Source: an optimization exercise on an open RTL-to-GDS flow (aim: small area). Production flows keep margins and buffers that such runs may drop.
Where RTL was checked, it was by simulation tests only, not by an equivalence proof against the original.
The RTL of runs 2 and 4 to 6 was laid out without a check of its function.
Power figures rest on the tool's default switching activity, not on a simulated workload.

### flow/flow/abc_area.script
strash
dch -f
map -a
topo
stime -c
### flow/design.v
module alu #(parameter K = 6) (
    input clk,
    input [7:0] A,
    input [7:0] B,
    input [7:0] An,
    input [7:0] Bn,
    input [2:0] sel,
    output [7:0] Y
    );
    genvar i, k;
    wire [7:0] rn [K:8];
    wire [7:0] qn;
    assign rn[8] = An;
    generate
        for (i = 7; i >= K; i = i - 1) begin : prow
            wire [8:0] c;
            wire [7:0] s;
            wire hz = ~|Bn[7:8-i];
            assign c[i] = 1'b1;
            for (k = i; k < 8; k = k + 1) begin : pbit
                wire x = rn[i+1][k];
                wire y = ~Bn[k-i];
                assign s[k] = x ^ y ^ c[k];
                assign c[k+1] = (x & y) | (x & c[k]) | (y & c[k]);
            end
            assign qn[i] = c[8] & hz;
            for (k = 0; k < 8; k = k + 1) begin : pmux
                if (k < i) begin : keep
                    assign rn[i][k] = rn[i+1][k];
                end else begin : upd
                    assign rn[i][k] = qn[i] ? s[k] : rn[i+1][k];
                end
            end
        end
    endgenerate
    reg [7:K] qh, rh;
    always @(posedge clk) begin
        qh <= qn[7:K];
        rh <= rn[K][7:K];
    end
    wire [7:0] q;
    wire [7:0] r [0:K];
    assign q[7:K] = qh;
    generate
        if (K > 0) begin : lowpart
            assign r[K] = {rh, A[K-1:0]};
        end else begin : nolow
            assign r[K] = rh;
        end
        for (i = K - 1; i >= 0; i = i - 1) begin : drow
            wire [8:0] c;
            wire [7:0] s;
            wire hz;
            if (i == 0) begin : hz0
                assign hz = 1'b1;
            end else begin : hzn
                assign hz = ~|B[7:8-i];
            end
            assign c[i] = 1'b1;
            for (k = i; k < 8; k = k + 1) begin : dbit
                wire x = r[i+1][k];
                wire y = ~B[k-i];
                assign s[k] = x ^ y ^ c[k];
                assign c[k+1] = (x & y) | (x & c[k]) | (y & c[k]);
            end
            assign q[i] = c[8] & hz;
            for (k = 0; k < 8; k = k + 1) begin : dmux
                if (k < i) begin : keep
                    assign r[i][k] = r[i+1][k];
                end else begin : upd
                    assign r[i][k] = q[i] ? s[k] : r[i+1][k];
                end
            end
        end
    endgenerate
    wire [7:0] Arev = {A[0], A[1], A[2], A[3], A[4], A[5], A[6], A[7]};
    wire shr = sel[2] & sel[0];
    wire [7:0] Op = shr ? Arev : A;
    wire [7:0] oh = (B[7:3] == 5'd0) ? (8'd1 << B[2:0]) : 8'd0;
    wire [7:0] bm = sel[2] ? oh : (sel[1] ? B : 8'd1);
    wire addsub = ~sel[2] & ~sel[1];
    wire cin = addsub & sel[0];
    wire [7:0] X = addsub ? (B ^ {8{sel[0]}}) : 8'd0;
    wire [7:0] acc [0:8];
    assign acc[0] = X;
    generate
        for (i = 0; i < 8; i = i + 1) begin : mrow
            wire [8:0] c;
            assign c[i] = (i == 0) ? cin : 1'b0;
            for (k = 0; k < 8; k = k + 1) begin : mbit
                if (k < i) begin : keep
                    assign acc[i+1][k] = acc[i][k];
                end else begin : add
                    wire x = acc[i][k];
                    wire y = Op[k-i] & bm[i];
                    assign acc[i+1][k] = x ^ y ^ c[k];
                    assign c[k+1] = (x & y) | (x & c[k]) | (y & c[k]);
                end
            end
        end
    endgenerate
    wire [7:0] m = acc[8];
    wire [7:0] mrev = {m[0], m[1], m[2], m[3], m[4], m[5], m[6], m[7]};
    reg [7:0] y;
    always @(*) begin
        case (sel)
            3'd3: y = q;
            3'd5: y = mrev;
            3'd6: y = A | B;
            3'd7: y = A & B;
            default: y = m;
        endcase
    end
    assign Y = y;
endmodule
module alu_calculator(
    input clk,
    input rst,
    input btn1,
    input btn2,
    input [7:0] in,
    input [2:0] sel,
    output [7:0] Y,
    output [6:0] seg,
    output [3:0] an
    );
    reg p1_0, p1_1, p2_0, p2_1;
    always @(posedge clk) begin
        p1_0 <= btn1;
        p1_1 <= p1_0 & (btn1 | p1_1);
        p2_0 <= btn2;
        p2_1 <= p2_0 & (btn2 | p2_1);
    end
    wire ld1 = p1_1 & ~p1_0;
    wire ld2 = p2_1 & ~p2_0;
    reg [7:0] A, B;
    wire [7:0] An = rst ? 8'd0 : (ld1 ? in : A);
    wire [7:0] Bn = rst ? 8'd0 : (ld2 ? in : B);
    always @(posedge clk) begin
        A <= An;
        B <= Bn;
    end
    alu DUT(.clk(clk), .A(A), .B(B), .An(An), .Bn(Bn), .sel(sel), .Y(Y));
    reg [13:0] lf;
    reg trig;
    reg [1:0] ds, dd;
    reg [3:0] current;
    wire z13 = ~|lf[12:0];
    wire fb = lf[13] ^ lf[4] ^ lf[2] ^ lf[0] ^ z13;
    always @(posedge clk or posedge rst) begin
        if (rst) begin
            lf <= 14'd1;
            trig <= 1'b0;
            ds <= 2'd0;
        end else begin
            lf <= {lf[12:0], fb};
            trig <= z13 & ~lf[13];
            ds <= ds + {1'b0, trig};
        end
    end
    always @(posedge clk) begin
        dd <= ds;
        current <= (ds == 2'd0) ? Y[3:0] : (ds == 2'd1) ? Y[7:4] : 4'd0;
    end
    assign an = {~(dd[1] & dd[0]), ~(dd[1] & ~dd[0]), ~(~dd[1] & dd[0]), ~(~dd[1] & ~dd[0])};
    reg [6:0] D;
    always @(*) begin
        case (current)
            4'h0: D = 7'b1000000;
            4'h1: D = 7'b1111001;
            4'h2: D = 7'b0100100;
            4'h3: D = 7'b0110000;
            4'h4: D = 7'b0011001;
            4'h5: D = 7'b0010010;
            4'h6: D = 7'b0000010;
            4'h7: D = 7'b1111000;
            4'h8: D = 7'b0000000;
            4'h9: D = 7'b0010000;
            4'hA: D = 7'b0001000;
            4'hB: D = 7'b0000011;
            4'hC: D = 7'b1000110;
            4'hD: D = 7'b0100001;
            4'hE: D = 7'b0000110;
            default: D = 7'b0001110;
        endcase
    end
    assign seg = D;
endmodule
### flow/config.mk
export PLATFORM = sky130hd
export DESIGN_NAME = alu_calculator
export DESIGN_NICKNAME = alu_calculator
export VERILOG_FILES = /design/flow/design.v
export SDC_FILE = /design/flow/constraint.sdc
export NUM_CORES = 4
export LEC_CHECK = 0
export ABC_AREA = 1
export CAP_MARGIN = 20
export CORE_MARGIN = 2
export CORE_UTILIZATION = 40
export CTS_BUF_LIST = sky130_fd_sc_hd__clkbuf_8
export GPL_TIMING_DRIVEN = 0
export SLEW_MARGIN = 20
### flow/flow/run.sh
#!/bin/bash
# The standard layout (standard.sh) with these changes:
#  - synthesis maps the logic with ABC using flow/abc_area.script instead of
#    ORFS's area script (registers, names and all other synthesis steps are
#    the standard ones: synth_recipe.tcl is used as is);
#  - the ports are buffered with sky130_fd_sc_hd__buf_1;
#  - the clock tree is built from clkbuf_8 cells, without dummy loads.
# Each tool's full output stays in orfs/logs; make's output is in standard.log.
set -o pipefail
here=$(pwd)
cat > my_synth.tcl <<EOF
proc abc {args} {
  set i [lsearch -exact \$args -script]
  if { \$i >= 0 } { lset args [expr {\$i + 1}] $here/flow/abc_area.script }
  yosys abc {*}\$args
}
source $here/synth_recipe.tcl
EOF
export BUFFER_PORTS_ARGS="-buffer_cell sky130_fd_sc_hd__buf_1"
export CTS_ARGS="-sink_clustering_enable -repair_clock_nets -buf_list sky130_fd_sc_hd__clkbuf_8 -dont_use_dummy_load"
bash standard.sh SYNTH_SCRIPT=$here/my_synth.tcl finish > standard.log 2>&1
### flow/constraint.sdc
create_clock -name core_clock -period 16.0 [get_ports {clk}]
set_input_delay 3.2000 -clock core_clock [delete_from_list [all_inputs] [get_ports {clk}]]
set_output_delay 3.2000 -clock core_clock [all_outputs]
set_load 0.01 [all_outputs]
### flow/standard.sh
#!/bin/bash
# synth_recipe.tcl (not shown) runs the flow's synth.tcl, then flattens the netlist and writes it again
# the make line also repeats each setting of config.mk as NAME=value (left out here)
make -C /OpenROAD-flow-scripts/flow DESIGN_CONFIG=/design/flow/config.mk WORK_HOME=/design/flow/orfs CLKGATE_MAP_FILE= SYNTH_SCRIPT=/design/flow/synth_recipe.tcl "${@:-finish}"
==> flow_summary.json, run 1 <==
{
  "status": "timing/DRC/antenna clean",
  "crit_buf_inv": 5,
  "grt_pass1_wl_mm": 18.6,
  "critical_path.top_delay_family": "adder cells",
  "synthDominantCellAreaShare_pct": 19.0,
  "tightest_slew_ns": 0.880,
  "antenna_left": 0,
  "synth_ff_type": "dfxtp_1",
  "routed_wl_mm": 11.0,
  "leakage_nw": 1.86,
  "clk_latency_ns": 0.30,
  "use_met3_pct": 2.31,
  "die_x_um": 107,
  "final_nets": 659,
  "clock-sinks": 50,
  "mostFrequentLayoutCell": "nand2_1",
  "dp_hpwl_mm": 8.83,
  "use_met1_pct": 29.2,
  "dr.pass1.iters": 5,
  "top_usage_layer": "met2",
  "max_stage_delay_ns": 0.45,
  "swShare_pct": 43.8,
  "cp_max_fo": 10,
  "setup_viol": 0,
  "cp-end-kind": "primary output",
  "ys_async_sr_fraction_pct": 34.0,
  "p_sw_uw": 222,
  "arrival_ns": 12.13,
  "vias": 3784,
  "hold_viol": 0,
  "grt_setup_unrepaired": "false",
  "final_max_slew_viol_count": 0,
  "worst_ep_required_time_ns": 12.80,
  "final_cell_mix": "nand2_1 (79), nor2_1 (77), clkinv_1 (76), o21ai_0 (44)",
  "cpMaxStageDelayCell": "dfxtp_4",
  "relSlewSlack_pct": 40.7,
  "synth_fp_nets": 610,
  "drive_above_1_share_pct": 8.81,
  "gp_congestion": 0.939,
  "syn_inst": 532,
  "path_clk_slew_ns": 0.08,
  "ys_seq_area_share_pct": 25.8,
  "via_per_inst": 5.29,
  "yosysUniqueCellTypes": 35,
  "htree_levels": 2,
  "portBuffers": 33,
  "max_freq_mhz": 65.2,
  "overflow": 0,
  "drt_first_iter_violations": 307,
  "fin_crit_ns": 15.33,
  "synth-edff-count": 0,
  "antenna_cells": 0,
  "yosys_warnings": 2,
  "seqPwrFrac_pct": 29.1,
  "drc": 0,
  "cts_buffer_depth": 2,
  "fin_hold_ws_ns": 0.381,
  "antenna_found_initial": 0,
  "power.internal_uw": 286,
  "synthTopCellsByArea": "fa_1 (19%), dfxtp_1 (16%), dfrtp_1 (9.5%)",
  "numCtsBuffers": 5,
  "finalPower_uw": 508,
  "fin_crit_sh_pct": 95.8,
  "start_util_pct": 41.0,
  "synth_top_area_cell": "fa_1",
  "vdd_drop_max_mv": 0.0467,
  "area_growth_pct": 12.7,
  "grt_start_max_net_pins": 29,
  "syn-mean-instance-area_um2": 7.91,
  "ios": 34,
  "cts_root_buf": "clkbuf_8",
  "coreArea_um2": 10300,
  "grtUsageMet2_pct": 33.3,
  "fp-row-count": 37,
  "setup_tns_ns": 0,
  "clkPwrFrac_pct": 12.7,
  "combPwrFrac_pct": 58.2,
  "synth_seq_cells": 50,
  "grt_pass1_vias": 3758,
  "skew_ns": 0.0263,
  "grt_usage_pct": 20.4,
  "cts_tree": "yes",
  "detail_route.wl_per_cell_um": 15.4,
  "nFillCells": 1027,
  "die_h_um": 107,
  "cap_violations": 0,
  "die_area_um2": 11400,
  "hold_class": "reg2reg",
  "startpoint_type": "flip-flop",
  "crit_type": "reg2out",
  "syn_area_um2": 4210,
  "p_per_area_nw_per_um2": 107,
  "cts_hold_buf": 0,
  "crit_top_cell": "fa_1"
}
Yosys cell counts, types with 11 or more instances:
master     n
dfxtp_1   33
o21ai_0   49
nor2_1    80
a21oi_1   27
fa_1      40
clkinv_1  82
xor2_1    16
nor3_1    11
nand3_1   13
nand2_1   81
dfrtp_1   16
ha_1      23
area by class of cell:
type / instances / area [um2] / area share (%)
timing repair buffer: 42 / 193 / 4.06
tap: 136 / 170 / 3.59
clock buffer: 5 / 68.8 / 1.45
multi-input combinational: 400 / 2900 / 61.0
inverter: 82 / 320 / 6.75
sequential: 50 / 1100 / 23.1
what timing repair did:
item	4_1_cts	5_1_grt
pin swaps	4	7
resized for setup	26	17
endpoints found under the hold margin	0	0
endpoints found under the setup margin	4	2
setup buffers	5	4
layer usage:
metal	part of all wire, %	vias to the layer above
met2	46	108
met3	5.4	18
met1	46	1813
met5	0	-
met4	2.0	0
li1	-	1845
sequential cells by signal, summed over array words and instances (netlist names), 2 cells and up:
| register | cells |
|---|---|
| dd | 2 |
| DUT.rh | 2 |
| B | 8 |
| DUT.qh | 2 |
| seg | 7 |
| lf | 14 |
| ds | 2 |
| A | 8 |
kinds of logic (layout without fill, tap and decap cells):
logic type / Yosys count / count (layout) / share of synthesized area [%]
simple gates: 196 / 196 / 18.9
mux: 8 / 8 / 1.96
flops: 50 / 50 / 25.8
fa+ha+maj: 66 / 66 / 26.6
compound gates: 108 / 108 / 14.8
buf+inv: 82 / 129 / 7.31
xor+xnor: 22 / 22 / 4.58
metrics by stage:
step	setup slack [ns]	cell area, um2	util [%]	instances
6_report	0.667	4740	46.2	715
5_1_grt	0.0128	4740	46.2	715
4_1_cts	0.0430	4680	45.5	711
2_1_floorplan	0.150	4210	-	532
3_5_place_dp	-2.29	4500	43.8	701
3_3_place_gp	-2.14	4500	43.8	701
power by group through the flow:
stage	Sequential (mW)	Clock (mW)	Combinational [mW]
2_1_floorplan	0.151	0	0.196
3_3_place_gp	0.150	0	0.255
3_5_place_dp	0.150	0	0.261
4_1_cts	0.148	0.0663	0.284
5_1_grt	0.150	0.0707	0.339
6_report	0.148	0.0644	0.295
path summary, 6_finish.rpt:
path / cells after the start / from / end / slack (ns)
worst max-delay path: 51 / B[0] / Y[0] / 0.67
worst min-delay path: 0 / lf[7] / lf[8] / 0.38
worst max register to register: 57 / B[0] / seg[6] / 3.24
worst min register to register: 0 / lf[7] / lf[8] / 0.38
max in group asynchronous: 2 / rst / ds[1] / 12.54
min in group asynchronous: 2 / rst / lf[13] / 3.06
==> inputs of run 2 (changes only) <==
--- a/flow/design.v
+++ b/flow/design.v
@@ -1,4 +1,4 @@
-module alu #(parameter K = 6) (
+module alu #(parameter K = 4) (
     input clk,
     input [7:0] A,
     input [7:0] B,
==> run 2 against run 1 <==
  * Register-to-register slack improved by 0.15 ns
  * Design area decreased by 0.95%
  * Core utilization shrank 1.0 points
  * Sequential power increased by 11%
  * Critical path depth decreased by 22
  * Synthesized cell count up 3.4%
  * Non-clock buffer count decreased by 9
  * First-iteration DRC count down 11%
  * Cell count rose by 1.3%
  * Routed wire length is 0.17% lower
  * Largest power group unchanged
==> flow_summary.json, run 2 <==
{
  "hold_class": "reg2reg",
  "area_growth_pct": 8.62,
  "nFillCells": 1065,
  "dp_hpwl_mm": 8.95,
  "hold_viol": 0,
  "die_area_um2": 11700,
  "vdd_drop_max_mv": 0.0629,
  "antenna_found_initial": 0,
  "cts_root_buf": "clkbuf_8",
  "synth_compound_area_share_pct": 14.1,
  "grt_pass1_wl_mm": 18.3,
  "largest_register": "lf",
  "seqCellArea_um2": 1170,
  "synthAdderAreaFrac_pct": 26.0,
  "max_freq_mhz": 65.3,
  "synth_common_cells": "clkinv_1 (92), nor2_1 (92), nand2_1 (83), fa_1 (42), dfxtp_1 (37)",
  "routed_wl_mm": 11.0,
  "synth_top_family_by_area": "adder cells",
  "dp.cells": 719,
  "grt_start_max_net_pins": 24,
  "p_per_area_nw_per_um2": 100,
  "yosysUniqueCellTypes": 31,
  "crit_type": "in2out",
  "drc": 0,
  "coreArea_um2": 10400,
  "mostFrequentLayoutCell": "clkinv_1",
  "synthDominantCellAreaShare_pct": 19.4,
  "skew_ns": 0.0206,
  "tightest_slew_ns": 1.03,
  "ys_seq_area_share_pct": 27.0,
  "overflow": 0,
  "syn_area_um2": 4330,
  "synth-edff-count": 0,
  "fin_cells": 724,
  "fp-row-count": 37,
  "setup_viol": 0,
  "setup_tns_ns": 0,
  "vias": 3826,
  "cts_hold_buf": 0,
  "startpoint_type": "input pin",
  "grt_setup_unrepaired": "false",
  "cts_buffer_depth": 2,
  "final_max_slew_viol_count": 0,
  "reg.largest.list": "lf (14), A (8), B (8)",
  "grt_usage_pct": 20.0,
  "start_util_pct": 41.5,
  "synth_seq_cells": 54,
  "ys_async_sr_fraction_pct": 31.5,
  "detail_route.wl_per_cell_um": 15.2,
  "drt_first_iter_violations": 273,
  "dr.pass1.iters": 6,
  "largest_register_ffs": 14,
  "antenna_left": 0,
  "via_per_inst": 5.28,
  "numCtsBuffers": 5,
  "synthTopCellsByArea": "fa_1 (19%), dfxtp_1 (17%), dfrtp_1 (9.3%)",
  "path_clk_slew_ns": 0.10,
  "worst_ep_required_time_ns": 12.80,
  "arrival_ns": 12.10,
  "clock-sinks": 54,
  "synthMuxAreaShare_pct": 0.694,
  "final_nets": 668,
  "die_x_um": 108,
  "fin_crit_ns": 15.30,
  "yosys_warnings": 2,
  "leakage_nw": 1.84,
  "synth_ff_type": "dfxtp_1",
  "fin_crit_sh_pct": 95.7,
  "htree_levels": 2,
  "relSlewSlack_pct": 30.4,
  "synth_top_area_cell": "fa_1",
  "cpMaxStageDelayCell": "fa_1",
  "max_stage_delay_ns": 0.56,
  "syn_inst": 550,
  "multi_input_area_um2": 2820,
  "synth_fp_nets": 628,
  "cap_violations": 0,
  "grt_pass1_vias": 3751,
  "ios": 34,
  "syn-mean-instance-area_um2": 7.87,
  "clk_latency_ns": 0.30,
  "antenna_cells": 0,
  "cp-end-kind": "primary output",
  "final_cell_mix": "clkinv_1 (92), nor2_1 (90), nand2_1 (83), fa_1 (42), dfxtp_1 (37)",
  "crit_top_cell": "fa_1",
  "portBuffers": 33,
  "synth-xor-area-share_pct": 4.05,
  "cts_tree": "yes",
  "die_h_um": 108,
  "cp_max_fo": 13,
  "drive_above_1_share_pct": 3.57,
  "synthSimpleGateAreaFrac_pct": 20.2,
  "status": "timing/DRC/antenna clean",
  "gp_congestion": 0.968
}
==> run 2: cell count changes in the layout (fill, tap and decap cells not counted), sizes merged, moves of 5 or more <==
| cell | before | now |
|---|---|---|
| a22oi | 7 | 12 |
| buf | 42 | 33 |
| clkinv | 80 | 92 |
| nand3 | 13 | 8 |
| nor2 | 80 | 92 |
| o21ai | 49 | 35 |
| or2 | 3 | 12 |
==> run 2: cell families after synthesis <==
family	Yosys count
fa+ha+maj	65
simple gates	214
flops	54
mux	3
xor+xnor	20
compound gates	102
buf+inv	92
==> run 2: metal layers <==
metal / track usage [%] / up-vias / wire (um)
met3: 1.93 / 20 / 485
met4: 7.42 / 0 / 178
li1: - / 1857 / -
met2: 33.2 / 116 / 5270
met5: 0 / - / 0
met1: 27.3 / 1833 / 5040
==> run 2: what timing repair did <==
action,4_1_cts,5_1_grt
setup buffers,0,0
gates resized for setup,0,3
setup endpoints to repair,0,2
==> run 2: layout make-up <==
class | instances | area share [%]
flip-flops and latches | 54 | 24.8
multi-input cells | 404 | 60.1
repair buffers | 33 | 2.64
well taps | 136 | 3.62
inverters | 92 | 7.35
clock buffers | 5 | 1.46
==> run 2: where the power goes <==
part	internal [mW]	leakage, nW	switching (mW)
logic	0.0890	1.30	0.152
registers	0.152	0.503	0.0117
clock network	0.0283	0.0359	0.0392
==> run 2: stage by stage <==
stage / hold slack, ns / setup WS, ns / instance area (um2) / utilization, % / total power, mW
after floorplan: 0.354 / 1.76 / 4330 / - / 0.344
after global placement: 0.358 / 0.301 / 4620 / 44.4 / 0.398
after detailed placement: 0.363 / 0.285 / 4620 / 44.4 / 0.405
after CTS: 0.388 / 0.270 / 4690 / 45.0 / 0.474
after global routing: 0.393 / 0.102 / 4700 / 45.1 / 0.514
final: 0.388 / 0.696 / 4700 / 45.1 / 0.472
==> run 2: final timing paths <==
check / cells past startpoint / endpoint / slack, ns / start
worst min register to register: 0 / lf[10] / 0.39 / lf[9]
min in group asynchronous: 2 / lf[9] / 3.12 / rst
worst max-delay path: 29 / Y[7] / 0.70 / sel[0]
max in group asynchronous: 2 / lf[0] / 12.52 / rst
worst max register to register: 47 / seg[3] / 3.39 / B[1]
worst min-delay path: 0 / lf[10] / 0.39 / lf[9]
==> run 2: worst max-delay path, delay by kind of cell <==
kind	cells	cell delay (ns)
buffers and inverters	7	1.24
AO/OA/AOI/OAI	2	0.46
XOR/XNOR	4	0.87
AND/OR/NAND/NOR	3	0.74
adder cells (fa/ha/maj)	13	5.57
==> inputs of run 3 (changes only) <==
--- a/flow/design.v
+++ b/flow/design.v
@@ -1,4 +1,4 @@
-module alu #(parameter K = 4) (
+module alu #(parameter K = 5) (
     input clk,
     input [7:0] A,
     input [7:0] B,
==> run 3 against run 2 <==
  * Clock power down 4.6%
  * Non-clock buffer count is the same
  * Cell count decreased by 0.83%
  * Clock skew is 0.011 ns higher
  * Fmax is 0.83% lower
  * Critical path depth up 15
  * Sequential cell count fell by 2
  * Via count is 2.5% lower
  * Power up 0.12%
  * Critical endpoint is now Y[0]
  * Highest routed layer unchanged
==> flow_summary.json, run 3 <==
{
  "status": "timing/DRC/antenna clean",
  "dp_hpwl_mm": 8.80,
  "gp_congestion": 0.896,
  "antenna_cells": 0,
  "final_nets": 662,
  "reg2reg_to": "seg[3]",
  "drt_first_iter_violations": 254,
  "cts_tree": "yes",
  "synth_common_cells": "clkinv_1 (94), nand2_1 (83), nor2_1 (77), fa_1 (41), o21ai_0 (39)",
  "routed_wl_mm": 10.7,
  "relSlewSlack_pct": 34.0,
  "grt_usage_pct": 19.4,
  "hold_start": "lf[7]",
  "crit_type": "reg2out",
  "die_x_um": 107,
  "ys_async_sr_fraction_pct": 32.7,
  "die_area_um2": 11500,
  "worstRegToRegCells": 50,
  "coreArea_um2": 10400,
  "arrival_ns": 12.23,
  "synth_top_area_cell": "fa_1",
  "leakage_nw": 1.81,
  "area_growth_pct": 9.10,
  "max_freq_mhz": 64.8,
  "reg2reg_from": "B[1]",
  "fin_cells": 718,
  "yosysUniqueCellTypes": 29,
  "max_stage_delay_ns": 0.49,
  "grt_start_max_net_pins": 24,
  "synth-edff-count": 0,
  "tightest_slew_ns": 0.980,
  "numCtsBuffers": 5,
  "overflow": 0,
  "crit_buf_inv": 4,
  "cts_buffer_depth": 2,
  "clk_latency_ns": 0.30,
  "grt_pass1_vias": 3630,
  "synth_fp_nets": 622,
  "reg.largest.list": "lf (14), A (8), B (8)",
  "largest_register": "lf",
  "drive_above_1_share_pct": 2.75,
  "grt_pass1_wl_mm": 17.7,
  "fp-row-count": 37,
  "drc": 0,
  "hold_class": "reg2reg",
  "mostFrequentLayoutCell": "clkinv_1",
  "cpMaxStageDelayCell": "dfxtp_2",
  "vdd_drop_max_mv": 0.0556,
  "hold_path_depth": 0,
  "cp_max_fo": 10,
  "portBuffers": 33,
  "syn_area_um2": 4280,
  "yosys_warnings": 2,
  "fin_crit_sh_pct": 96.5,
  "vias": 3731,
  "die_h_um": 107,
  "via_per_inst": 5.20,
  "setup_viol": 0,
  "synth_ff_type": "dfxtp_1",
  "cp-end-kind": "primary output",
  "antenna_left": 0,
  "crit_top_cell": "fa_1",
  "largest_register_ffs": 14,
  "dp.cells": 713,
  "p_per_area_nw_per_um2": 101,
  "nFillCells": 1073,
  "skew_ns": 0.0321,
  "fin_hold_ws_ns": 0.390,
  "final_max_slew_viol_count": 0,
  "critical_path.top_delay_family": "adder cells",
  "yosysMostFrequentCell": "clkinv_1",
  "min_to": "lf[8]",
  "cts_root_buf": "clkbuf_8",
  "critical_path_cell_count": 44,
  "start_util_pct": 41.2,
  "ios": 34,
  "startpoint_type": "flip-flop",
  "syn-mean-instance-area_um2": 7.86,
  "dr.pass1.iters": 5,
  "path_clk_slew_ns": 0.10,
  "final_cell_mix": "clkinv_1 (92), nand2_1 (83), nor2_1 (75), fa_1 (41), o21ai_0 (38)",
  "detail_route.wl_per_cell_um": 14.9,
  "regToRegSetupSlack_ns": 3.07,
  "htree_levels": 2,
  "worst_ep_required_time_ns": 12.80,
  "antenna_found_initial": 0,
  "cap_violations": 0,
  "fin_crit_ns": 15.43,
  "synthDominantCellAreaShare_pct": 19.2,
  "syn_inst": 544,
  "finalPower_uw": 472,
  "hold_viol": 0,
  "synthTopCellsByArea": "fa_1 (19%), dfxtp_1 (16%), dfrtp_1 (9.4%)",
  "synth_seq_cells": 52,
  "clock-sinks": 52,
  "ys_seq_area_share_pct": 26.4
}
[run 3: changes by cell type in the layout (fill, tap and decap cells not counted), sizes merged, moves of 4 or more]
cell / previous run / this run
nor2: 92 / 77
or2: 12 / 1
nand4: 2 / 9
a21oi: 27 / 32
nand3: 8 / 13
mux2i: 3 / 7
o21ai: 35 / 39
[run 3: worst register-to-register path, delay by kind of cell (launching register included)]
family | cells | cell delay (ns)
flops | 1 | 0.49
buf+inv | 4 | 0.65
fa+ha+maj | 20 | 7.63
simple gates | 11 | 1.92
compound gates | 15 | 2.21
[run 3: stage by stage]
stage	instance area, um2	utilization, %	setup WS [ns]	setup TNS (ns)
after floorplan	4280	-	1.69	0
after global placement	4570	44.1	-0.472	-0.472
after detailed placement	4570	44.1	-0.436	-0.436
after CTS	4650	44.8	0.0279	0
after global routing	4670	45.0	-0.0717	-0.0717
final	4670	45.0	0.567	0
[run 3: report_power, final]
part           internal [mW]  switching [mW]
sequential             0.144          0.0106
clock                 0.0283          0.0361
combinational         0.0922           0.161
[run 3: layout make-up]
cell class / instances / area (um2) / share of cell area (%)
multi-input cells: 398 / 2820 / 60.4
flip-flops and latches: 52 / 1130 / 24.2
inverters: 94 / 354 / 7.59
well taps: 136 / 170 / 3.65
repair buffers: 33 / 124 / 2.65
clock buffers: 5 / 68.8 / 1.47
[run 3: cell families (layout without fill, tap and decap cells)]
kind of cell / count (synthesis) / in the layout / synth area share, %
compound gates: 108 / 108 / 14.7
xor+xnor: 21 / 21 / 4.30
fa+ha+maj: 64 / 64 / 25.9
buf+inv: 94 / 132 / 8.25
flops: 52 / 52 / 26.4
mux: 7 / 7 / 1.64
simple gates: 198 / 198 / 18.9
[run 3: repair_timing]
action,in CTS,in global routing
buffers inserted,0,0
hold buffers,0,0
setup endpoints to repair,1,1
gates resized for setup,5,5
[run 3: worst max path at each step]
| stage | from | end |
|---|---|---|
| 4_1_cts | B[2] | Y[0] |
| 6_report | B[1] | Y[0] |
| 2_1_floorplan | B[1] | Y[0] |
| 3_3_place_gp | B[1] | Y[0] |
| 3_5_place_dp | B[1] | Y[0] |
| 5_1_grt | B[1] | Y[0] |
[run 3: layer usage]
layer | share of wire (%) | GRT usage (%) | wire (um) | vias to the layer above
li1 | - | - | - | 1858
met2 | 47 | 32.8 | 4970 | 107
met1 | 47 | 26.9 | 4970 | 1750
met4 | 1.6 | 4.40 | 169 | 0
met5 | 0 | 0 | 0 | -
met3 | 5.3 | 2.06 | 562 | 16
==> inputs of run 4 (changes only) <==
--- a/flow/design.v
+++ b/flow/design.v
@@ -82,24 +82,24 @@
     wire cin = addsub & sel[0];
     wire [7:0] X = addsub ? (B ^ {8{sel[0]}}) : 8'd0;
     wire [7:0] acc [0:8];
-    assign acc[0] = X;
+    assign acc[0] = ~X;
     generate
         for (i = 0; i < 8; i = i + 1) begin : mrow
             wire [8:0] c;
-            assign c[i] = (i == 0) ? cin : 1'b0;
+            assign c[i] = (i == 0) ? ~cin : 1'b1;
             for (k = 0; k < 8; k = k + 1) begin : mbit
                 if (k < i) begin : keep
                     assign acc[i+1][k] = acc[i][k];
                 end else begin : add
                     wire x = acc[i][k];
-                    wire y = Op[k-i] & bm[i];
+                    wire y = ~(Op[k-i] & bm[i]);
                     assign acc[i+1][k] = x ^ y ^ c[k];
                     assign c[k+1] = (x & y) | (x & c[k]) | (y & c[k]);
                 end
             end
         end
     endgenerate
-    wire [7:0] m = acc[8];
+    wire [7:0] m = ~acc[8];
     wire [7:0] mrev = {m[0], m[1], m[2], m[3], m[4], m[5], m[6], m[7]};
     reg [7:0] y;
     always @(*) begin
==> run 4 against run 3 <==
  * Still clean
  * Synthesized cell count down 2.4%
  * Setup slack lost 0.18 ns
  * Non-clock buffer count increased by 9
  * Sequential power about the same
  * Core utilization increased by 0.69 points
  * Via count up 1.7%
  * Combinational power grew 9.5%
  * Design area is 0.62% higher
  * Sequential cell count unchanged
  * Synthesized area is 1.4% lower
==> flow_summary.json, run 4 <==
{
  "ys_seq_area_share_pct": 26.7,
  "p_per_area_nw_per_um2": 106,
  "hold_path_depth": 0,
  "synth_ff_type": "dfxtp_1",
  "tightest_slew_ns": 1.01,
  "synthTopCellsByArea": "fa_1 (19%), dfxtp_1 (17%), dfrtp_1 (9.5%)",
  "path_clk_slew_ns": 0.10,
  "cts_buffer_depth": 2,
  "numCtsBuffers": 5,
  "arrival_ns": 12.42,
  "syn_inst": 531,
  "start_util_pct": 41.0,
  "reg.largest.list": "lf (14), A (8), B (8)",
  "crit_top_cell": "fa_1",
  "vias": 3796,
  "ys_async_sr_fraction_pct": 32.7,
  "leakage_nw": 1.88,
  "dp_hpwl_mm": 9.17,
  "synth_fp_nets": 609,
  "power.internal_uw": 282,
  "fin_cells": 714,
  "seqPwrFrac_pct": 31.2,
  "cpMaxStageDelayCell": "fa_1",
  "htree_levels": 2,
  "reg2reg_from": "B[0]",
  "dr.pass1.iters": 5,
  "portBuffers": 33,
  "startpoint_type": "input pin",
  "via_per_inst": 5.32,
  "die_x_um": 107,
  "skew_ns": 0.0328,
  "synth_common_cells": "nor2_1 (100), nand2_1 (83), clkinv_1 (75), fa_1 (41), o21ai_0 (39)",
  "cp_max_fo": 13,
  "combPwrFrac_pct": 55.6,
  "coreArea_um2": 10300,
  "gp_congestion": 0.978,
  "clock-sinks": 52,
  "fin_crit_ns": 15.62,
  "drt_first_iter_violations": 273,
  "yosysUniqueCellTypes": 30,
  "synth_seq_cells": 52,
  "routed_wl_mm": 11.3,
  "regToRegSetupSlack_ns": 3.25,
  "die_area_um2": 11400,
  "mostFrequentLayoutCell": "nor2_1",
  "area_growth_pct": 11.3,
  "grt_usage_pct": 21.1,
  "relSlewSlack_pct": 32.2,
  "hold_class": "reg2reg",
  "syn-mean-instance-area_um2": 7.94,
  "place_area_um2": 4510,
  "grt_pass1_vias": 3703,
  "final_cell_mix": "nor2_1 (97), nand2_1 (83), clkinv_1 (72), fa_1 (41), o21ai_0 (37)",
  "yosys_warnings": 2,
  "cap_violations": 0,
  "swShare_pct": 43.4,
  "synth_top_area_cell": "fa_1",
  "die_h_um": 107,
  "cts_root_buf": "clkbuf_8",
  "final_max_slew_viol_count": 0,
  "synth-edff-count": 0,
  "fin_crit_sh_pct": 97.6,
  "fp-row-count": 37,
  "hold_start": "lf[6]",
  "max_freq_mhz": 64.0,
  "dp.cells": 700,
  "ios": 34,
  "vdd_drop_max_mv": 0.0438,
  "antenna_found_initial": 0,
  "clkPwrFrac_pct": 13.2,
  "synthDominantCellAreaShare_pct": 19.5,
  "grt_start_max_net_pins": 24,
  "finish.instance_area_um2": 4690,
  "status": "timing/DRC/antenna clean",
  "cts_hold_buf": 0,
  "p_sw_uw": 216,
  "antenna_left": 0,
  "fin_util_pct": 45.7,
  "syn_area_um2": 4220,
  "worst_ep_required_time_ns": 12.80,
  "cts_tree": "yes",
  "detail_route.wl_per_cell_um": 15.8,
  "max_stage_delay_ns": 0.57,
  "setup_viol": 0,
  "overflow": 0,
  "clk_latency_ns": 0.30,
  "antenna_cells": 0,
  "hold_viol": 0,
  "largest_register_ffs": 14,
  "drive_above_1_share_pct": 5.71,
  "yosysMostFrequentCell": "nor2_1",
  "grt_setup_unrepaired": "false",
  "grt_pass1_wl_mm": 18.8,
  "crit_type": "in2out",
  "drc": 0,
  "cp-end-kind": "primary output",
  "largest_register": "lf",
  "worstRegToRegCells": 49,
  "startpoint": "sel[0]",
  "setup_tns_ns": 0,
  "final_nets": 658
}
==> run 4: cell types whose count changed in the layout (fill, tap and decap cells not counted), moves of 4 or more <==
cell / previous run / this run
nor2_1: 75 / 97
clkinv_1: 92 / 72
a21oi_1: 32 / 18
buf_4: 0 / 9
or2_2: 1 / 7
a31oi_1: 9 / 4
nand3_1: 13 / 8
nand4_1: 9 / 4
maj3_1: 1 / 5
nor3_1: 10 / 14
o311ai_0: 0 / 4
==> run 4: what timing repair did <==
action                                  CTS  global route
gates resized for setup                  13             6
endpoints found under the hold margin     0             0
endpoints found under the setup margin    1             3
buffers inserted                          2             7
pin swaps                                 1             3
==> run 4: power by group through the flow <==
| stage | clock network (mW) | logic [mW] | registers [mW] |
|---|---|---|---|
| after detailed placement | 0 | 0.248 | 0.158 |
| after global routing | 0.0745 | 0.316 | 0.158 |
| after floorplan | 0 | 0.182 | 0.158 |
| final | 0.0657 | 0.277 | 0.155 |
| after CTS | 0.0688 | 0.260 | 0.156 |
| after global placement | 0 | 0.239 | 0.157 |
==> run 4: layout make-up <==
type | instances | area, um2
inverters | 75 | 288
fillers | 1057 | 5580
well taps | 136 | 170
clock buffers | 5 | 68.8
repair buffers | 42 | 191
multi-input cells | 404 | 2850
flip-flops and latches | 52 | 1130
==> run 4: critical path: cells and delay by family <==
kind / cells / cell delay, ns
simple gates: 2 / 0.77
compound gates: 2 / 0.51
fa+ha+maj: 13 / 5.84
xor+xnor: 3 / 0.72
buf+inv: 6 / 1.36
==> run 4: kinds of logic (layout without fill, tap and decap cells) <==
group	count (synthesis)	in the layout	share of synthesized area, %
AND/OR/NAND/NOR	220	220	21.1
AO/OA/AOI/OAI	91	91	13.0
buffers and inverters	75	122	6.68
adder cells (fa/ha/maj)	68	68	27.2
flip-flops	52	52	26.7
XOR/XNOR	20	20	4.15
multiplexers	5	5	1.19
==> run 4: worst paths after layout <==
path | end
worst min-delay path | lf[7]
max in group asynchronous | lf[0]
worst max-delay path | Y[0]
min in group asynchronous | lf[10]
worst max register to register | seg[3]
worst min register to register | lf[7]
==> run 4: routing by layer <==
metal  up-vias  global-route usage [%]  routed length, um  part of all wire, %
met1      1833                    29.6               5260                   47
met4         0                    7.88                320                  2.8
met2       103                    33.3               5230                   46
li1       1833                       -                  -                    -
met3        27                    2.86                500                  4.4
met5         -                       0                  0                    0
==> run 4: per-stage QoR <==
stage / hold WS, ns / power, mW / setup WS [ns]
after floorplan: 0.354 / 0.340 / 0.781
after global placement: 0.360 / 0.397 / -1.64
after detailed placement: 0.363 / 0.406 / -1.75
after CTS: 0.391 / 0.485 / 0.0868
after global routing: 0.406 / 0.548 / 0.0135
final: 0.388 / 0.498 / 0.383
==> inputs of run 5 (changes only) <==
--- a/flow/design.v
+++ b/flow/design.v
@@ -163,26 +163,9 @@
         current <= (ds == 2'd0) ? Y[3:0] : (ds == 2'd1) ? Y[7:4] : 4'd0;
     end
     assign an = {~(dd[1] & dd[0]), ~(dd[1] & ~dd[0]), ~(~dd[1] & dd[0]), ~(~dd[1] & ~dd[0])};
-    reg [6:0] D;
-    always @(*) begin
-        case (current)
-            4'h0: D = 7'b1000000;
-            4'h1: D = 7'b1111001;
-            4'h2: D = 7'b0100100;
-            4'h3: D = 7'b0110000;
-            4'h4: D = 7'b0011001;
-            4'h5: D = 7'b0010010;
-            4'h6: D = 7'b0000010;
-            4'h7: D = 7'b1111000;
-            4'h8: D = 7'b0000000;
-            4'h9: D = 7'b0010000;
-            4'hA: D = 7'b0001000;
-            4'hB: D = 7'b0000011;
-            4'hC: D = 7'b1000110;
-            4'hD: D = 7'b0100001;
-            4'hE: D = 7'b0000110;
-            default: D = 7'b0001110;
-        endcase
-    end
-    assign seg = D;
+    localparam [15:0] SEG_A = 16'h2812, SEG_B = 16'hD860, SEG_C = 16'hD004,
+                      SEG_D = 16'h8492, SEG_E = 16'h02BA, SEG_F = 16'h208E,
+                      SEG_G = 16'h1083;
+    assign seg = {SEG_G[current], SEG_F[current], SEG_E[current], SEG_D[current],
+                  SEG_C[current], SEG_B[current], SEG_A[current]};
 endmodule
==> run 5 against run 4 <==
  * Sequential cell count is 3 lower
  * Highest routed layer unchanged
  * Still clean
  * Combinational power shrank 7.6%
  * Via count down 5.1%
  * Fmax up 1.0%
  * Sequential power down 6%
  * Core utilization up 0.26 points
  * Largest cell class unchanged
==> flow_summary.json, run 5 <==
{
  "min_to": "lf[4]",
  "regToRegSetupSlack_ns": 4.03,
  "final_nets": 627,
  "synth_common_cells": "nor2_1 (101), clkinv_1 (68), nand2_1 (57), o21ai_0 (44), fa_1 (41)",
  "yosysMostFrequentCell": "nor2_1",
  "p_sw_uw": 203,
  "portBuffers": 33,
  "cpMaxStageDelayCell": "fa_1",
  "reg2reg_from": "B[0]",
  "crit_top_cell": "fa_1",
  "grt_start_max_net_pins": 24,
  "hold_start": "lf[3]",
  "hold_viol": 0,
  "max_stage_delay_ns": 0.53,
  "synthTopCellsByArea": "fa_1 (20%), dfxtp_1 (16%), dfrtp_1 (9.8%)",
  "synth_seq_cells": 49,
  "routed_wl_mm": 10.4,
  "cap_violations": 0,
  "pre_cts_slack_ns": -0.851,
  "leakage_nw": 1.83,
  "path_clk_slew_ns": 0.09,
  "setup_slack_ns": 0.545,
  "numCtsBuffers": 5,
  "fin_crit_ns": 15.46,
  "combPwrFrac_pct": 55.3,
  "die_x_um": 105,
  "dr.pass1.iters": 5,
  "p_per_area_nw_per_um2": 102,
  "cts_tree": "yes",
  "setup_viol": 0,
  "arrival_ns": 12.26,
  "multi_input_area_um2": 2820,
  "tightest_slew_ns": 0.835,
  "antenna_cells": 0,
  "worst_ep_required_time_ns": 12.80,
  "seqPwrFrac_pct": 31.2,
  "antenna_left": 0,
  "fin_crit_sh_pct": 96.6,
  "overflow": 0,
  "fin_util_pct": 45.9,
  "clock-sinks": 49,
  "vias": 3603,
  "yosysUniqueCellTypes": 31,
  "hold_class": "reg2reg",
  "seqCellArea_um2": 1070,
  "largest_register_ffs": 14,
  "dp_hpwl_mm": 8.52,
  "nFillCells": 989,
  "finalPower_uw": 464,
  "gp_congestion": 0.931,
  "synth_ff_type": "dfxtp_1",
  "power.internal_uw": 261,
  "grt_pass1_vias": 3727,
  "final_cell_mix": "nor2_1 (98), clkinv_1 (64), nand2_1 (57), o21ai_0 (43), fa_1 (41)",
  "cts_buffer_depth": 2,
  "reg.largest.list": "lf (14), A (8), B (8)",
  "largest_register": "lf",
  "cts_root_buf": "clkbuf_8",
  "max_freq_mhz": 64.7,
  "synth_top_area_cell": "fa_1",
  "relSlewSlack_pct": 43.8,
  "grt_usage_pct": 20.0,
  "synth_fp_nets": 585,
  "worstRegToRegCells": 45,
  "via_per_inst": 5.30,
  "cp-end-kind": "primary output",
  "skew_ns": 0.0234,
  "grt_setup_unrepaired": "true",
  "synthDominantCellAreaShare_pct": 20.0,
  "status": "timing/DRC/antenna clean",
  "clk_latency_ns": 0.29,
  "reg2reg_to": "current[0]",
  "synth-edff-count": 0,
  "die_h_um": 105,
  "syn-mean-instance-area_um2": 8.10,
  "cp_max_fo": 15,
  "startpoint_type": "input pin",
  "crit_type": "in2out",
  "ys_async_sr_fraction_pct": 34.7,
  "start_util_pct": 41.6,
  "syn_area_um2": 4110,
  "die_area_um2": 11100,
  "ys_seq_area_share_pct": 26.0,
  "swShare_pct": 43.7,
  "ios": 34,
  "mostFrequentLayoutCell": "nor2_1",
  "area_growth_pct": 10.4,
  "grt_pass1_wl_mm": 17.8,
  "htree_levels": 2,
  "coreArea_um2": 9860,
  "drive_above_1_share_pct": 5.12,
  "syn_inst": 507,
  "drc": 0,
  "yosys_warnings": 2,
  "fp-row-count": 36,
  "final_max_slew_viol_count": 0,
  "drt_first_iter_violations": 230,
  "detail_route.wl_per_cell_um": 15.3,
  "hold_path_depth": 0,
  "cts_hold_buf": 0,
  "clkPwrFrac_pct": 13.5,
  "antenna_found_initial": 0,
  "vdd_drop_max_mv": 0.0532
}
==> run 5: cell families (layout without fill, tap and decap cells) <==
logic type	Yosys count	after routing	synth area share, %
simple gates	186	186	18.2
mux	7	7	1.71
flops	49	49	26.0
xor+xnor	20	20	4.27
compound gates	110	110	15.9
buf+inv	68	108	6.22
fa+ha+maj	67	67	27.7
==> run 5: power groups by stage <==
stage / clock [mW] / sequential (mW) / combinational [mW]
after global routing: 0.0704 / 0.146 / 0.297
after detailed placement: 0 / 0.147 / 0.244
final: 0.0624 / 0.145 / 0.256
after CTS: 0.0648 / 0.145 / 0.249
after global placement: 0 / 0.147 / 0.237
after floorplan: 0 / 0.143 / 0.187
==> run 5: cell type report <==
| cell class | instances | area share (%) |
|---|---|---|
| well taps | 133 | 3.67 |
| flip-flops and latches | 49 | 23.7 |
| clock buffers | 5 | 1.52 |
| repair buffers | 35 | 3.06 |
| inverters | 68 | 5.91 |
| multi-input cells | 390 | 62.1 |
==> run 5: timing repair <==
action	in CTS	in global routing
cloned	0	0
resized for setup	8	11
buffers inserted	0	2
setup endpoints to repair	1	2
pin swaps	0	1
==> run 5: worst max-delay path, delay by kind of cell <==
family | cells | cell delay (ns)
AOI/OAI and AO/OA | 2 | 0.52
adders and majority gates | 13 | 5.79
xor gates and xnor gates | 4 | 0.80
buffers and inverters | 4 | 1.15
and+or+nand+nor | 2 | 0.78
==> run 5: worst max-delay path by stage <==
stage,from,endpoint,slack (ns),cells after the start
5_1_grt,B[0],Y[0],-0.03,46
2_1_floorplan,B[1],Y[0],1.07,42
3_5_place_dp,B[1],Y[0],-0.85,43
3_3_place_gp,B[1],Y[0],-0.81,43
4_1_cts,B[1],Y[0],0.03,43
6_report,sel[0],Y[0],0.54,25
==> run 5: metal layers <==
metal | wire length (um) | share of wire (%) | GRT usage (%) | vias up
met5 | 0 | 0 | 0 | -
met4 | 238 | 2.3 | 6.29 | 0
met3 | 445 | 4.3 | 2.91 | 20
met2 | 5040 | 48 | 34.4 | 92
met1 | 4690 | 45 | 26.0 | 1714
li1 | - | - | - | 1777
==> run 5: stage by stage <==
| stage | setup TNS [ns] | instance area [um2] | std cells | hold WS [ns] |
|---|---|---|---|---|
| after floorplan | 0 | 4110 | 507 | 0.354 |
| after global placement | -0.810 | 4400 | 673 | 0.360 |
| after detailed placement | -0.851 | 4400 | 673 | 0.364 |
| after CTS | 0 | 4480 | 678 | 0.385 |
| after global routing | -0.0337 | 4530 | 680 | 0.400 |
| final | 0 | 4530 | 680 | 0.383 |
==> inputs of run 6 (changes only) <==
--- a/flow/design.v
+++ b/flow/design.v
@@ -163,9 +163,18 @@
         current <= (ds == 2'd0) ? Y[3:0] : (ds == 2'd1) ? Y[7:4] : 4'd0;
     end
     assign an = {~(dd[1] & dd[0]), ~(dd[1] & ~dd[0]), ~(~dd[1] & dd[0]), ~(~dd[1] & ~dd[0])};
-    localparam [15:0] SEG_A = 16'h2812, SEG_B = 16'hD860, SEG_C = 16'hD004,
-                      SEG_D = 16'h8492, SEG_E = 16'h02BA, SEG_F = 16'h208E,
-                      SEG_G = 16'h1083;
-    assign seg = {SEG_G[current], SEG_F[current], SEG_E[current], SEG_D[current],
-                  SEG_C[current], SEG_B[current], SEG_A[current]};
+    wire [15:0] dig;
+    genvar di;
+    generate
+        for (di = 0; di < 16; di = di + 1) begin : dec
+            assign dig[di] = (current == di);
+        end
+    endgenerate
+    assign seg[0] = dig[1] | dig[4] | dig[11] | dig[13];   
+    assign seg[1] = dig[5] | dig[6] | dig[11] | dig[12] | dig[14] | dig[15];   
+    assign seg[2] = dig[2] | dig[12] | dig[14] | dig[15];   
+    assign seg[3] = dig[1] | dig[4] | dig[7] | dig[10] | dig[15];   
+    assign seg[4] = dig[1] | dig[3] | dig[4] | dig[5] | dig[7] | dig[9];   
+    assign seg[5] = dig[1] | dig[2] | dig[3] | dig[7] | dig[13];   
+    assign seg[6] = dig[0] | dig[1] | dig[7] | dig[12];   
 endmodule
==> run 6 against run 5 <==
  * Sequential share of layout area decreased by 0.18 points
  * Power up 0.29%
  * Setup slack improved by 0.21 ns
  * Clock power increased by 2%
  * Largest power group unchanged
  * Clock skew about the same
  * Synthesized cell count is 1.2% higher
  * Critical path depth increased by 5
  * First-iteration DRC count grew 38%
  * Core utilization grew 0.45 points
  * Worst hold slack lost 0.013 ns
  * Critical path type unchanged
==> flow_summary.json, run 6 <==
{
  "final_nets": 634,
  "cts_root_buf": "clkbuf_8",
  "syn-mean-instance-area_um2": 7.94,
  "fin_crit_sh_pct": 95.3,
  "clk_latency_ns": 0.31,
  "combPwrFrac_pct": 55.1,
  "worst_ep_required_time_ns": 12.80,
  "skew_ns": 0.0239,
  "synth_ff_type": "dfxtp_1",
  "numCtsBuffers": 5,
  "seqPwrFrac_pct": 31.2,
  "ys_async_sr_fraction_pct": 34.7,
  "ys_seq_area_share_pct": 26.2,
  "die_h_um": 105,
  "vias": 3671,
  "dr.pass1.iters": 5,
  "area_growth_pct": 11.8,
  "leakage_nw": 1.82,
  "synth_fp_nets": 585,
  "vdd_drop_max_mv": 0.0596,
  "syn_area_um2": 4070,
  "mostFrequentLayoutCell": "nor2_1",
  "overflow": 0,
  "cpMaxStageDelayCell": "fa_1",
  "largest_register": "lf",
  "synthTopCellsByArea": "fa_1 (20%), dfxtp_1 (16%), dfrtp_1 (9.8%)",
  "synthDominantCellAreaShare_pct": 20.1,
  "relSlewSlack_pct": 33.3,
  "fin_hold_ws_ns": 0.371,
  "cp_max_fo": 17,
  "drc": 0,
  "grt_usage_pct": 20.4,
  "setup_tns_ns": 0,
  "finalPower_uw": 465,
  "antenna_left": 0,
  "tightest_slew_ns": 0.991,
  "antenna_cells": 0,
  "path_clk_slew_ns": 0.10,
  "gp_congestion": 0.923,
  "fin_crit_ns": 15.25,
  "max_stage_delay_ns": 0.54,
  "synth_seq_cells": 49,
  "grt_setup_unrepaired": "false",
  "p_per_area_nw_per_um2": 102,
  "die_area_um2": 11000,
  "cts_tree": "yes",
  "crit_top_cell": "fa_1",
  "yosysUniqueCellTypes": 32,
  "status": "timing/DRC/antenna clean",
  "hold_class": "reg2reg",
  "finish.instance_area_um2": 4560,
  "fin_cells": 693,
  "dp.cells": 679,
  "die_x_um": 105,
  "crit_type": "in2out",
  "syn_inst": 513,
  "cp-end-kind": "primary output",
  "detail_route.wl_per_cell_um": 15.6,
  "via_per_inst": 5.30,
  "start_util_pct": 41.5,
  "clkPwrFrac_pct": 13.7,
  "largest_register_ffs": 14,
  "portBuffers": 33,
  "final_cell_mix": "nor2_1 (96), nand2_1 (69), clkinv_1 (67), o21ai_0 (41), fa_1 (41)",
  "synth_top_area_cell": "fa_1",
  "p_sw_uw": 205,
  "grt_start_max_net_pins": 24,
  "grt_pass1_vias": 3505,
  "swShare_pct": 44.1,
  "cts_buffer_depth": 2,
  "setup_viol": 0,
  "final_max_slew_viol_count": 0,
  "max_freq_mhz": 65.6,
  "hold_viol": 0,
  "cap_violations": 0,
  "fp-row-count": 36,
  "place_area_um2": 4360,
  "regToRegSetupSlack_ns": 4.09,
  "synth-edff-count": 0,
  "grt_pass1_wl_mm": 17.9,
  "drive_above_1_share_pct": 7.68,
  "reg.largest.list": "lf (14), A (8), B (8)",
  "clock-sinks": 49,
  "arrival_ns": 12.05,
  "synth_common_cells": "nor2_1 (99), clkinv_1 (71), nand2_1 (69), fa_1 (41), o21ai_0 (41)",
  "htree_levels": 2,
  "yosysMostFrequentCell": "nor2_1",
  "antenna_found_initial": 0,
  "yosys_warnings": 2,
  "routed_wl_mm": 10.8,
  "power.internal_uw": 260,
  "coreArea_um2": 9820,
  "dp_hpwl_mm": 8.72,
  "startpoint_type": "input pin",
  "ios": 34,
  "drt_first_iter_violations": 317
}
## run 6: changes by cell type in the layout (fill, tap and decap cells not counted), moves of 5 or more
cell / before / now
a21oi_1: 30 / 20
nand2_1: 57 / 69
buf_4: 2 / 9
a22oi_1: 6 / 13
ha_1: 22 / 16
or2_2: 4 / 9
## run 6: worst max-delay path: cells and delay by family
kind | cells | cell delay (ns)
adder cells (fa/ha/maj) | 13 | 5.48
buffers and inverters | 9 | 1.18
AND/OR/NAND/NOR | 3 | 0.84
XOR/XNOR | 3 | 0.72
AO/OA/AOI/OAI | 2 | 0.61
## run 6: path summary, 6_finish.rpt
path                               to  cells after the start  startpoint
max                              Y[7]                     30      sel[0]
min                             lf[2]                      0       lf[1]
max reg2reg                current[0]                     48        B[0]
min reg2reg                     lf[2]                      0       lf[1]
max in group asynchronous        trig                      2         rst
min in group asynchronous      lf[10]                      2         rst
## run 6: timing repair
| action | 4_1_cts | 5_1_grt |
|---|---|---|
| hold buffers | 0 | 0 |
| endpoints found under the setup margin | 2 | 3 |
| pin swaps | 0 | 2 |
| setup buffers | 0 | 9 |
| resized for setup | 8 | 10 |
## run 6: final cells by class
type / count / area, um2
fill: 1013 / 5260
multi-input combinational: 393 / 2780
sequential: 49 / 1070
inverter: 71 / 277
timing repair buffer: 42 / 193
tap: 133 / 166
clock buffer: 5 / 68.8
## run 6: power by group through the flow
stage                     registers, mW  logic, mW  clock network, mW
after detailed placement          0.147      0.242                  0
after global placement            0.147      0.233                  0
after floorplan                   0.142      0.183                  0
after CTS                         0.145      0.247             0.0652
final                             0.145      0.256             0.0638
after global routing              0.146      0.294             0.0700
## run 6: cell families (layout without fill, tap and decap cells)
logic type / after synthesis / in the layout / synth area share, %
flops: 49 / 49 / 26.2
simple gates: 207 / 207 / 20.8
mux: 6 / 6 / 1.47
fa+ha+maj: 57 / 57 / 25.1
xor+xnor: 20 / 20 / 4.30
compound gates: 103 / 103 / 15.6
buf+inv: 71 / 118 / 6.54
## run 6: per-layer routing
metal | vias up | share of wire [%] | routed length, um | global-route usage (%)
met2 | 143 | 46 | 4980 | 32.4
met1 | 1715 | 45 | 4830 | 28.3
met3 | 25 | 6.9 | 741 | 3.49
met5 | - | 0 | 0 | 0
met4 | 0 | 2.3 | 251 | 6.57
li1 | 1788 | - | - | -
## run 6: stage by stage
| stage | util, % | worst slack, ns |
|---|---|---|
| final | 46.4 | 0.751 |
| after global routing | 46.4 | 0.0461 |
| after CTS | 45.4 | 0.0222 |
| after detailed placement | 44.4 | -0.990 |
| after global placement | 44.4 | -0.762 |
| after floorplan | - | 1.45 |
==> inputs of run 7 (changes only) <==
--- a/flow/design.v
+++ b/flow/design.v
@@ -1,4 +1,4 @@
-module alu #(parameter K = 5) (
+module alu #(parameter K = 4) (
     input clk,
     input [7:0] A,
     input [7:0] B,
==> run 7 against run 6 <==
  * Sequential share of layout area up 1.1 points
  * Synthesized area up 1.3%
  * Worst hold slack worse by 0.0030 ns
  * Clock power up 2%
  * Critical path depth up 8
  * Combinational power down 8.2%
  * Non-clock buffer count down 9
  * Largest cell class unchanged
==> flow_summary.json, run 7 <==
{
  "status": "timing/DRC/antenna clean",
  "via_per_inst": 5.30,
  "syn_inst": 513,
  "fp-row-count": 37,
  "coreArea_um2": 10200,
  "grt_setup_unrepaired": "false",
  "clk_latency_ns": 0.31,
  "synth-edff-count": 0,
  "endpoint": "Y[0]",
  "post_cts_buffers": 0,
  "vias": 3644,
  "synth_fp_nets": 585,
  "regToRegSetupSlack_ns": 4.19,
  "fin_crit_sh_pct": 95.3,
  "drive_above_1_share_pct": 6.17,
  "dr.pass1.iters": 5,
  "syn_area_um2": 4130,
  "synth_common_cells": "nor2_1 (101), clkinv_1 (70), nand2_1 (68), fa_1 (42)",
  "setup_viol": 0,
  "finish.instance_area_um2": 4500,
  "cts_tree": "yes",
  "worstRegToRegCells": 38,
  "crit_top_cell": "fa_1",
  "synth_seq_cells": 51,
  "antenna_cells": 0,
  "tightest_slew_ns": 0.721,
  "grt_pass1_vias": 3692,
  "worst_ep_required_time_ns": 12.80,
  "final_max_slew_viol_count": 0,
  "hold_class": "reg2reg",
  "critical_path_cell_count": 38,
  "yosysMostFrequentCell": "nor2_1",
  "drt_first_iter_violations": 295,
  "synthTopCellsByArea": "fa_1 (20%), dfxtp_1 (16%), dfrtp_1 (9.7%)",
  "area_growth_pct": 9.12,
  "mostFrequentLayoutCell": "nor2_1",
  "portBuffers": 33,
  "max_freq_mhz": 65.6,
  "ys_async_sr_fraction_pct": 33.3,
  "gp_congestion": 0.959,
  "reg2reg_from": "B[1]",
  "vdd_drop_max_mv": 0.0634,
  "syn-mean-instance-area_um2": 8.05,
  "synthDominantCellAreaShare_pct": 20.4,
  "drc": 0,
  "crit_buf_inv": 5,
  "startpoint": "B[1]",
  "crit_type": "reg2out",
  "start_util_pct": 40.5,
  "p_per_area_nw_per_um2": 101,
  "antenna_found_initial": 0,
  "cp_max_fo": 10,
  "skew_ns": 0.0258,
  "largest_register": "lf",
  "path_clk_slew_ns": 0.10,
  "htree_levels": 2,
  "cts_root_buf": "clkbuf_8",
  "max_stage_delay_ns": 0.60,
  "largest_register_ffs": 14,
  "cts_buffer_depth": 2,
  "place_area_um2": 4420,
  "die_area_um2": 11100,
  "synth_ff_type": "dfxtp_1",
  "grt_start_max_net_pins": 23,
  "grt_pass1_wl_mm": 18.4,
  "critical_path.top_delay_family": "adder cells",
  "dp_hpwl_mm": 9.04,
  "reg.largest.list": "lf (14), A (8), B (8)",
  "hold_viol": 0,
  "cap_violations": 0,
  "fin_hold_ws_ns": 0.368,
  "detail_route.wl_per_cell_um": 15.9,
  "ios": 34,
  "yosys_warnings": 2,
  "arrival_ns": 12.05,
  "cp-end-kind": "primary output",
  "overflow": 0,
  "routed_wl_mm": 10.9,
  "cpMaxStageDelayCell": "dfxtp_1",
  "numCtsBuffers": 5,
  "nFillCells": 1046,
  "synth_top_area_cell": "fa_1",
  "leakage_nw": 1.80,
  "final_nets": 625,
  "clock-sinks": 51,
  "final_cell_mix": "nor2_1 (99), nand2_1 (68), clkinv_1 (67), fa_1 (42), dfxtp_1 (34)",
  "yosysUniqueCellTypes": 33,
  "antenna_left": 0,
  "reg2reg_to": "current[0]",
  "setup_tns_ns": 0,
  "fin_crit_ns": 15.25,
  "die_x_um": 106,
  "die_h_um": 106,
  "relSlewSlack_pct": 51.6,
  "ys_seq_area_share_pct": 26.8,
  "grt_usage_pct": 20.8,
  "startpoint_type": "flip-flop"
}
==> run 7: cell types whose count changed in the layout (fill, tap and decap cells not counted), sizes merged, moves of 3 or more <==
cell,previous run,this run
o21ai,41,34
or2,9,15
buf,41,32
a22oi,13,10
maj3,0,3
==> run 7: where the power goes <==
part	switching, mW	total, mW	internal (mW)
logic	0.145	0.235	0.0899
registers	0.0125	0.153	0.140
clock network	0.0367	0.0650	0.0283
total	0.195	0.453	0.258
==> run 7: cells by family after synthesis <==
| group | count (synthesis) | share of synthesized area, % |
|---|---|---|
| XOR/XNOR | 19 | 4.03 |
| AO/OA/AOI/OAI | 92 | 13.9 |
| AND/OR/NAND/NOR | 215 | 21.7 |
| buffers and inverters | 70 | 6.37 |
| adder cells (fa/ha/maj) | 60 | 25.6 |
| flip-flops | 51 | 26.8 |
| multiplexers | 6 | 1.49 |
==> run 7: how the worst min path moves through the flow <==
| stage | from | to | slack [ns] | depth (start not counted) |
|---|---|---|---|---|
| after global routing | lf[12] | lf[13] | 0.38 | 0 |
| after floorplan | lf[3] | lf[4] | 0.35 | 0 |
| after global placement | lf[10] | lf[11] | 0.36 | 0 |
| after CTS | lf[12] | lf[13] | 0.36 | 0 |
| after detailed placement | lf[3] | lf[4] | 0.36 | 0 |
| final | lf[12] | lf[13] | 0.37 | 0 |
==> run 7: area by class of cell <==
class / count / area (um2) / share of cell area (%)
Inverter: 70 / 270 / 6.00
Clock buffer: 5 / 68.8 / 1.53
Multi-Input combinational cell: 392 / 2760 / 61.3
Sequential cell: 51 / 1110 / 24.6
Tap cell: 136 / 170 / 3.78
Timing Repair Buffer: 33 / 125 / 2.78
==> run 7: layer usage <==
layer	GRT usage [%]	share of wire (%)
met1	29.3	48
met2	34.1	46
met3	1.79	3.6
met4	6.20	2.3
met5	0	0
==> run 7: worst register-to-register path, delay by kind of cell, from the launching register on <==
kind / cells / cell delay [ns]
adders and majority gates: 18 / 6.99
buffers and inverters: 4 / 1.06
and+or+nand+nor: 7 / 1.55
AOI/OAI and AO/OA: 9 / 1.57
DFF: 1 / 0.60
==> run 7: through the flow <==
step | setup WS (ns) | power (mW) | utilization, % | cells
final | 0.752 | 0.453 | 44.2 | 687
after global routing | 0.116 | 0.499 | 44.2 | 687
after CTS | 0.0828 | 0.455 | 44.1 | 687
after detailed placement | 0.0954 | 0.389 | 43.4 | 682
after global placement | 0.289 | 0.381 | 43.4 | 682
after floorplan | 1.81 | 0.329 | - | 513
==> run 7: what timing repair did <==
item                       4_1_cts  5_1_grt
setup endpoints to repair        0        2
hold buffers                     0        0
resized for setup                0        6
==> inputs of run 8 (changes only) <==
==> flow/flow/abc_area.script (replaced) <==
strash
dch -f
amap
strash
dch -f
map -a
amap
topo
stime -c
==> run 8 against run 7 <==
  * Synthesized cell count shrank 11%
  * Sequential share of layout area grew 0.97 points
  * Largest power group unchanged
  * Still clean on timing, DRC and antenna
  * Sequential cell count is the same
  * First-iteration DRC count shrank 9.2%
  * Routed wire length shrank 5.7%
  * Clock power shrank 2%
  * Critical endpoint unchanged
  * Highest routed layer unchanged
  * Fmax shrank 0.86%
  * Die area shrank 3.7%
  * Non-clock buffer count is the same
  * Clock skew shrank 0.0092 ns
  * Core utilization grew 0.53 points
  * Design area shrank 3.8%
==> flow_summary.json, run 8 <==
{
  "status": "timing/DRC/antenna clean",
  "tightest_slew_ns": 0.923,
  "setup_slack_ns": 0.619,
  "syn_area_um2": 3970,
  "fin_crit_ns": 15.38,
  "largest_register_ffs": 14,
  "reg2reg_from": "B[1]",
  "synth-edff-count": 0,
  "synthDominantCellAreaShare_pct": 21.2,
  "cts_buffer_depth": 2,
  "ios": 34,
  "setup_tns_ns": 0,
  "dp_hpwl_mm": 8.33,
  "htree_levels": 2,
  "yosysUniqueCellTypes": 39,
  "cap_violations": 0,
  "vdd_drop_max_mv": 0.0759,
  "start_util_pct": 41.0,
  "final_max_slew_viol_count": 0,
  "p_sw_uw": 187,
  "grt_usage_pct": 19.7,
  "min_to": "lf[4]",
  "die_area_um2": 10700,
  "overflow": 0,
  "antenna_left": 0,
  "syn_inst": 458,
  "reg2reg_to": "current[0]",
  "finalPower_uw": 447,
  "synth_ff_type": "dfxtp_1",
  "grt_start_max_net_pins": 34,
  "hold_viol": 0,
  "clock-sinks": 51,
  "seqPwrFrac_pct": 34.5,
  "power.internal_uw": 260,
  "detail_route.wl_per_cell_um": 16.4,
  "combPwrFrac_pct": 51.3,
  "hold_start": "lf[3]",
  "vias": 3572,
  "dr.pass1.iters": 7,
  "drc": 0,
  "clk_latency_ns": 0.29,
  "antenna_found_initial": 0,
  "drive_above_1_share_pct": 1.61,
  "cp_max_fo": 14,
  "relSlewSlack_pct": 38.1,
  "skew_ns": 0.0165,
  "antenna_cells": 0,
  "area_growth_pct": 9.24,
  "synth_fp_nets": 530,
  "p_per_area_nw_per_um2": 103,
  "fin_hold_ws_ns": 0.369,
  "hold_path_depth": 0,
  "fin_crit_sh_pct": 96.1,
  "regToRegSetupSlack_ns": 4.55,
  "portBuffers": 33,
  "coreArea_um2": 9680,
  "grt_pass1_vias": 3462,
  "cp-end-kind": "primary output",
  "die_h_um": 104,
  "crit_type": "in2out",
  "cts_root_buf": "clkbuf_8",
  "grt_setup_unrepaired": "false",
  "cts_tree": "yes",
  "syn-mean-instance-area_um2": 8.66,
  "max_freq_mhz": 65.0,
  "path_clk_slew_ns": 0.08,
  "drt_first_iter_violations": 268,
  "synth_top_area_cell": "fa_1",
  "leakage_nw": 1.58,
  "synth_seq_cells": 51,
  "cts_resized": 0,
  "worstRegToRegCells": 38,
  "yosys_warnings": 2,
  "gp_congestion": 0.955,
  "mostFrequentLayoutCell": "nor2_1",
  "startpoint_type": "input pin",
  "routed_wl_mm": 10.3,
  "cts_hold_buf": 0,
  "ys_seq_area_share_pct": 27.9,
  "reg.largest.list": "lf (14), A (8), B (8)",
  "setup_viol": 0,
  "hold_class": "reg2reg",
  "arrival_ns": 12.18,
  "fp-row-count": 36,
  "clkPwrFrac_pct": 14.2,
  "final_nets": 570,
  "largest_register": "lf",
  "die_x_um": 104,
  "pre_cts_slack_ns": 0.497,
  "grt_pass1_wl_mm": 17.2,
  "numCtsBuffers": 5,
  "yosysMostFrequentCell": "nor2_1",
  "worst_ep_required_time_ns": 12.80,
  "synthTopCellsByArea": "fa_1 (21%), dfxtp_1 (17%), dfrtp_1 (10%)",
  "final_cell_mix": "nor2_1 (84), clkinv_1 (63), fa_1 (42), o21ai_0 (36), dfxtp_1 (34)",
  "synth_common_cells": "nor2_1 (85), clkinv_1 (63), fa_1 (42), o21ai_0 (36), dfxtp_1 (34)",
  "post_cts_buffers": 0,
  "ys_async_sr_fraction_pct": 33.3,
  "via_per_inst": 5.68,
  "swShare_pct": 41.9
}
## run 8: changes by cell type in the layout (fill, tap and decap cells not counted), moves of 6 or more
cell      change
nor3_1       -10
o32a_1        +6
xor2_1       -11
or2_2        -15
or2_0         +9
o221ai_1     +12
o22ai_1      +24
nor2b_1       +6
o211ai_1      -6
nand2_1      -36
nor2_1       -15
nand3_1       -7
## run 8: critical path, stage by stage
cell and delay (ns):
buf_1 0.50, clkinv_1 0.46, nor2_2 0.43, o22ai_1 0.32, or2_0 0.33, fa_1 0.44
fa_1 0.40, fa_1 0.51, clkinv_1 0.08, fa_1 0.44, fa_1 0.48, fa_1 0.45
fa_1 0.48, fa_1 0.44, fa_1 0.47, fa_1 0.45, fa_1 0.49, fa_1 0.50
ha_1 0.22, o21ai_0 0.22, o21ai_0 0.15, nand2_1 0.07, o21ai_0 0.10, o21ai_0 0.36
buf_1 0.19
## run 8: worst max-delay path by stage
stage	cells after the start	slack [ns]	start	endpoint
after global placement	25	0.62	sel[0]	Y[0]
after floorplan	23	2.01	sel[0]	Y[0]
after global routing	25	0.11	sel[0]	Y[0]
final	25	0.62	sel[0]	Y[0]
after detailed placement	25	0.50	sel[0]	Y[0]
after CTS	25	0.48	sel[0]	Y[0]
## run 8: metal layers
metal / vias up / global-route usage [%] / share of wire (%)
met5: - / 0 / 0
met4: 0 / 5.02 / 2.2
met3: 21 / 2.77 / 5.5
met2: 133 / 33.3 / 47
met1: 1713 / 26.9 / 45
li1: 1705 / - / -
## run 8: cell type report
cell class	instances	area (um2)
inverter	63	236
timing repair buffer	33	124
multi-input combinational	344	2630
fill	974	5350
sequential	51	1110
tap	133	166
clock buffer	5	68.8
## run 8: power groups by stage
stage	combinational [mW]	clock, mW	sequential, mW
2_1_floorplan	0.174	0	0.152
3_3_place_gp	0.221	0	0.156
6_report	0.229	0.0634	0.154
4_1_cts	0.228	0.0667	0.154
3_5_place_dp	0.227	0	0.157
5_1_grt	0.259	0.0710	0.156
## run 8: cells by family after synthesis
group,after synthesis,synth area share (%)
flops,51,27.9
compound gates,138,24.0
buf+inv,63,5.96
simple gates,146,15.6
xor+xnor,3,0.662
fa+ha+maj,57,25.9
## run 8: per-stage QoR
stage / cell area [um2] / cells / util (%)
5_1_grt: 4330 / 629 / 44.8
6_report: 4330 / 629 / 44.8
4_1_cts: 4330 / 629 / 44.7
3_5_place_dp: 4260 / 624 / 44.0
3_3_place_gp: 4260 / 624 / 44.0
2_1_floorplan: 3970 / 458 / -

Re-timed with assumed drivers on the ports (clkbuf_16 on the clock, buf_2 on other inputs), run 8 has 0.585 ns of setup slack against 0.619 ns with ideal ports, and 0.585 ns once port delays also move by the mid clock arrival of 0.311 ns.
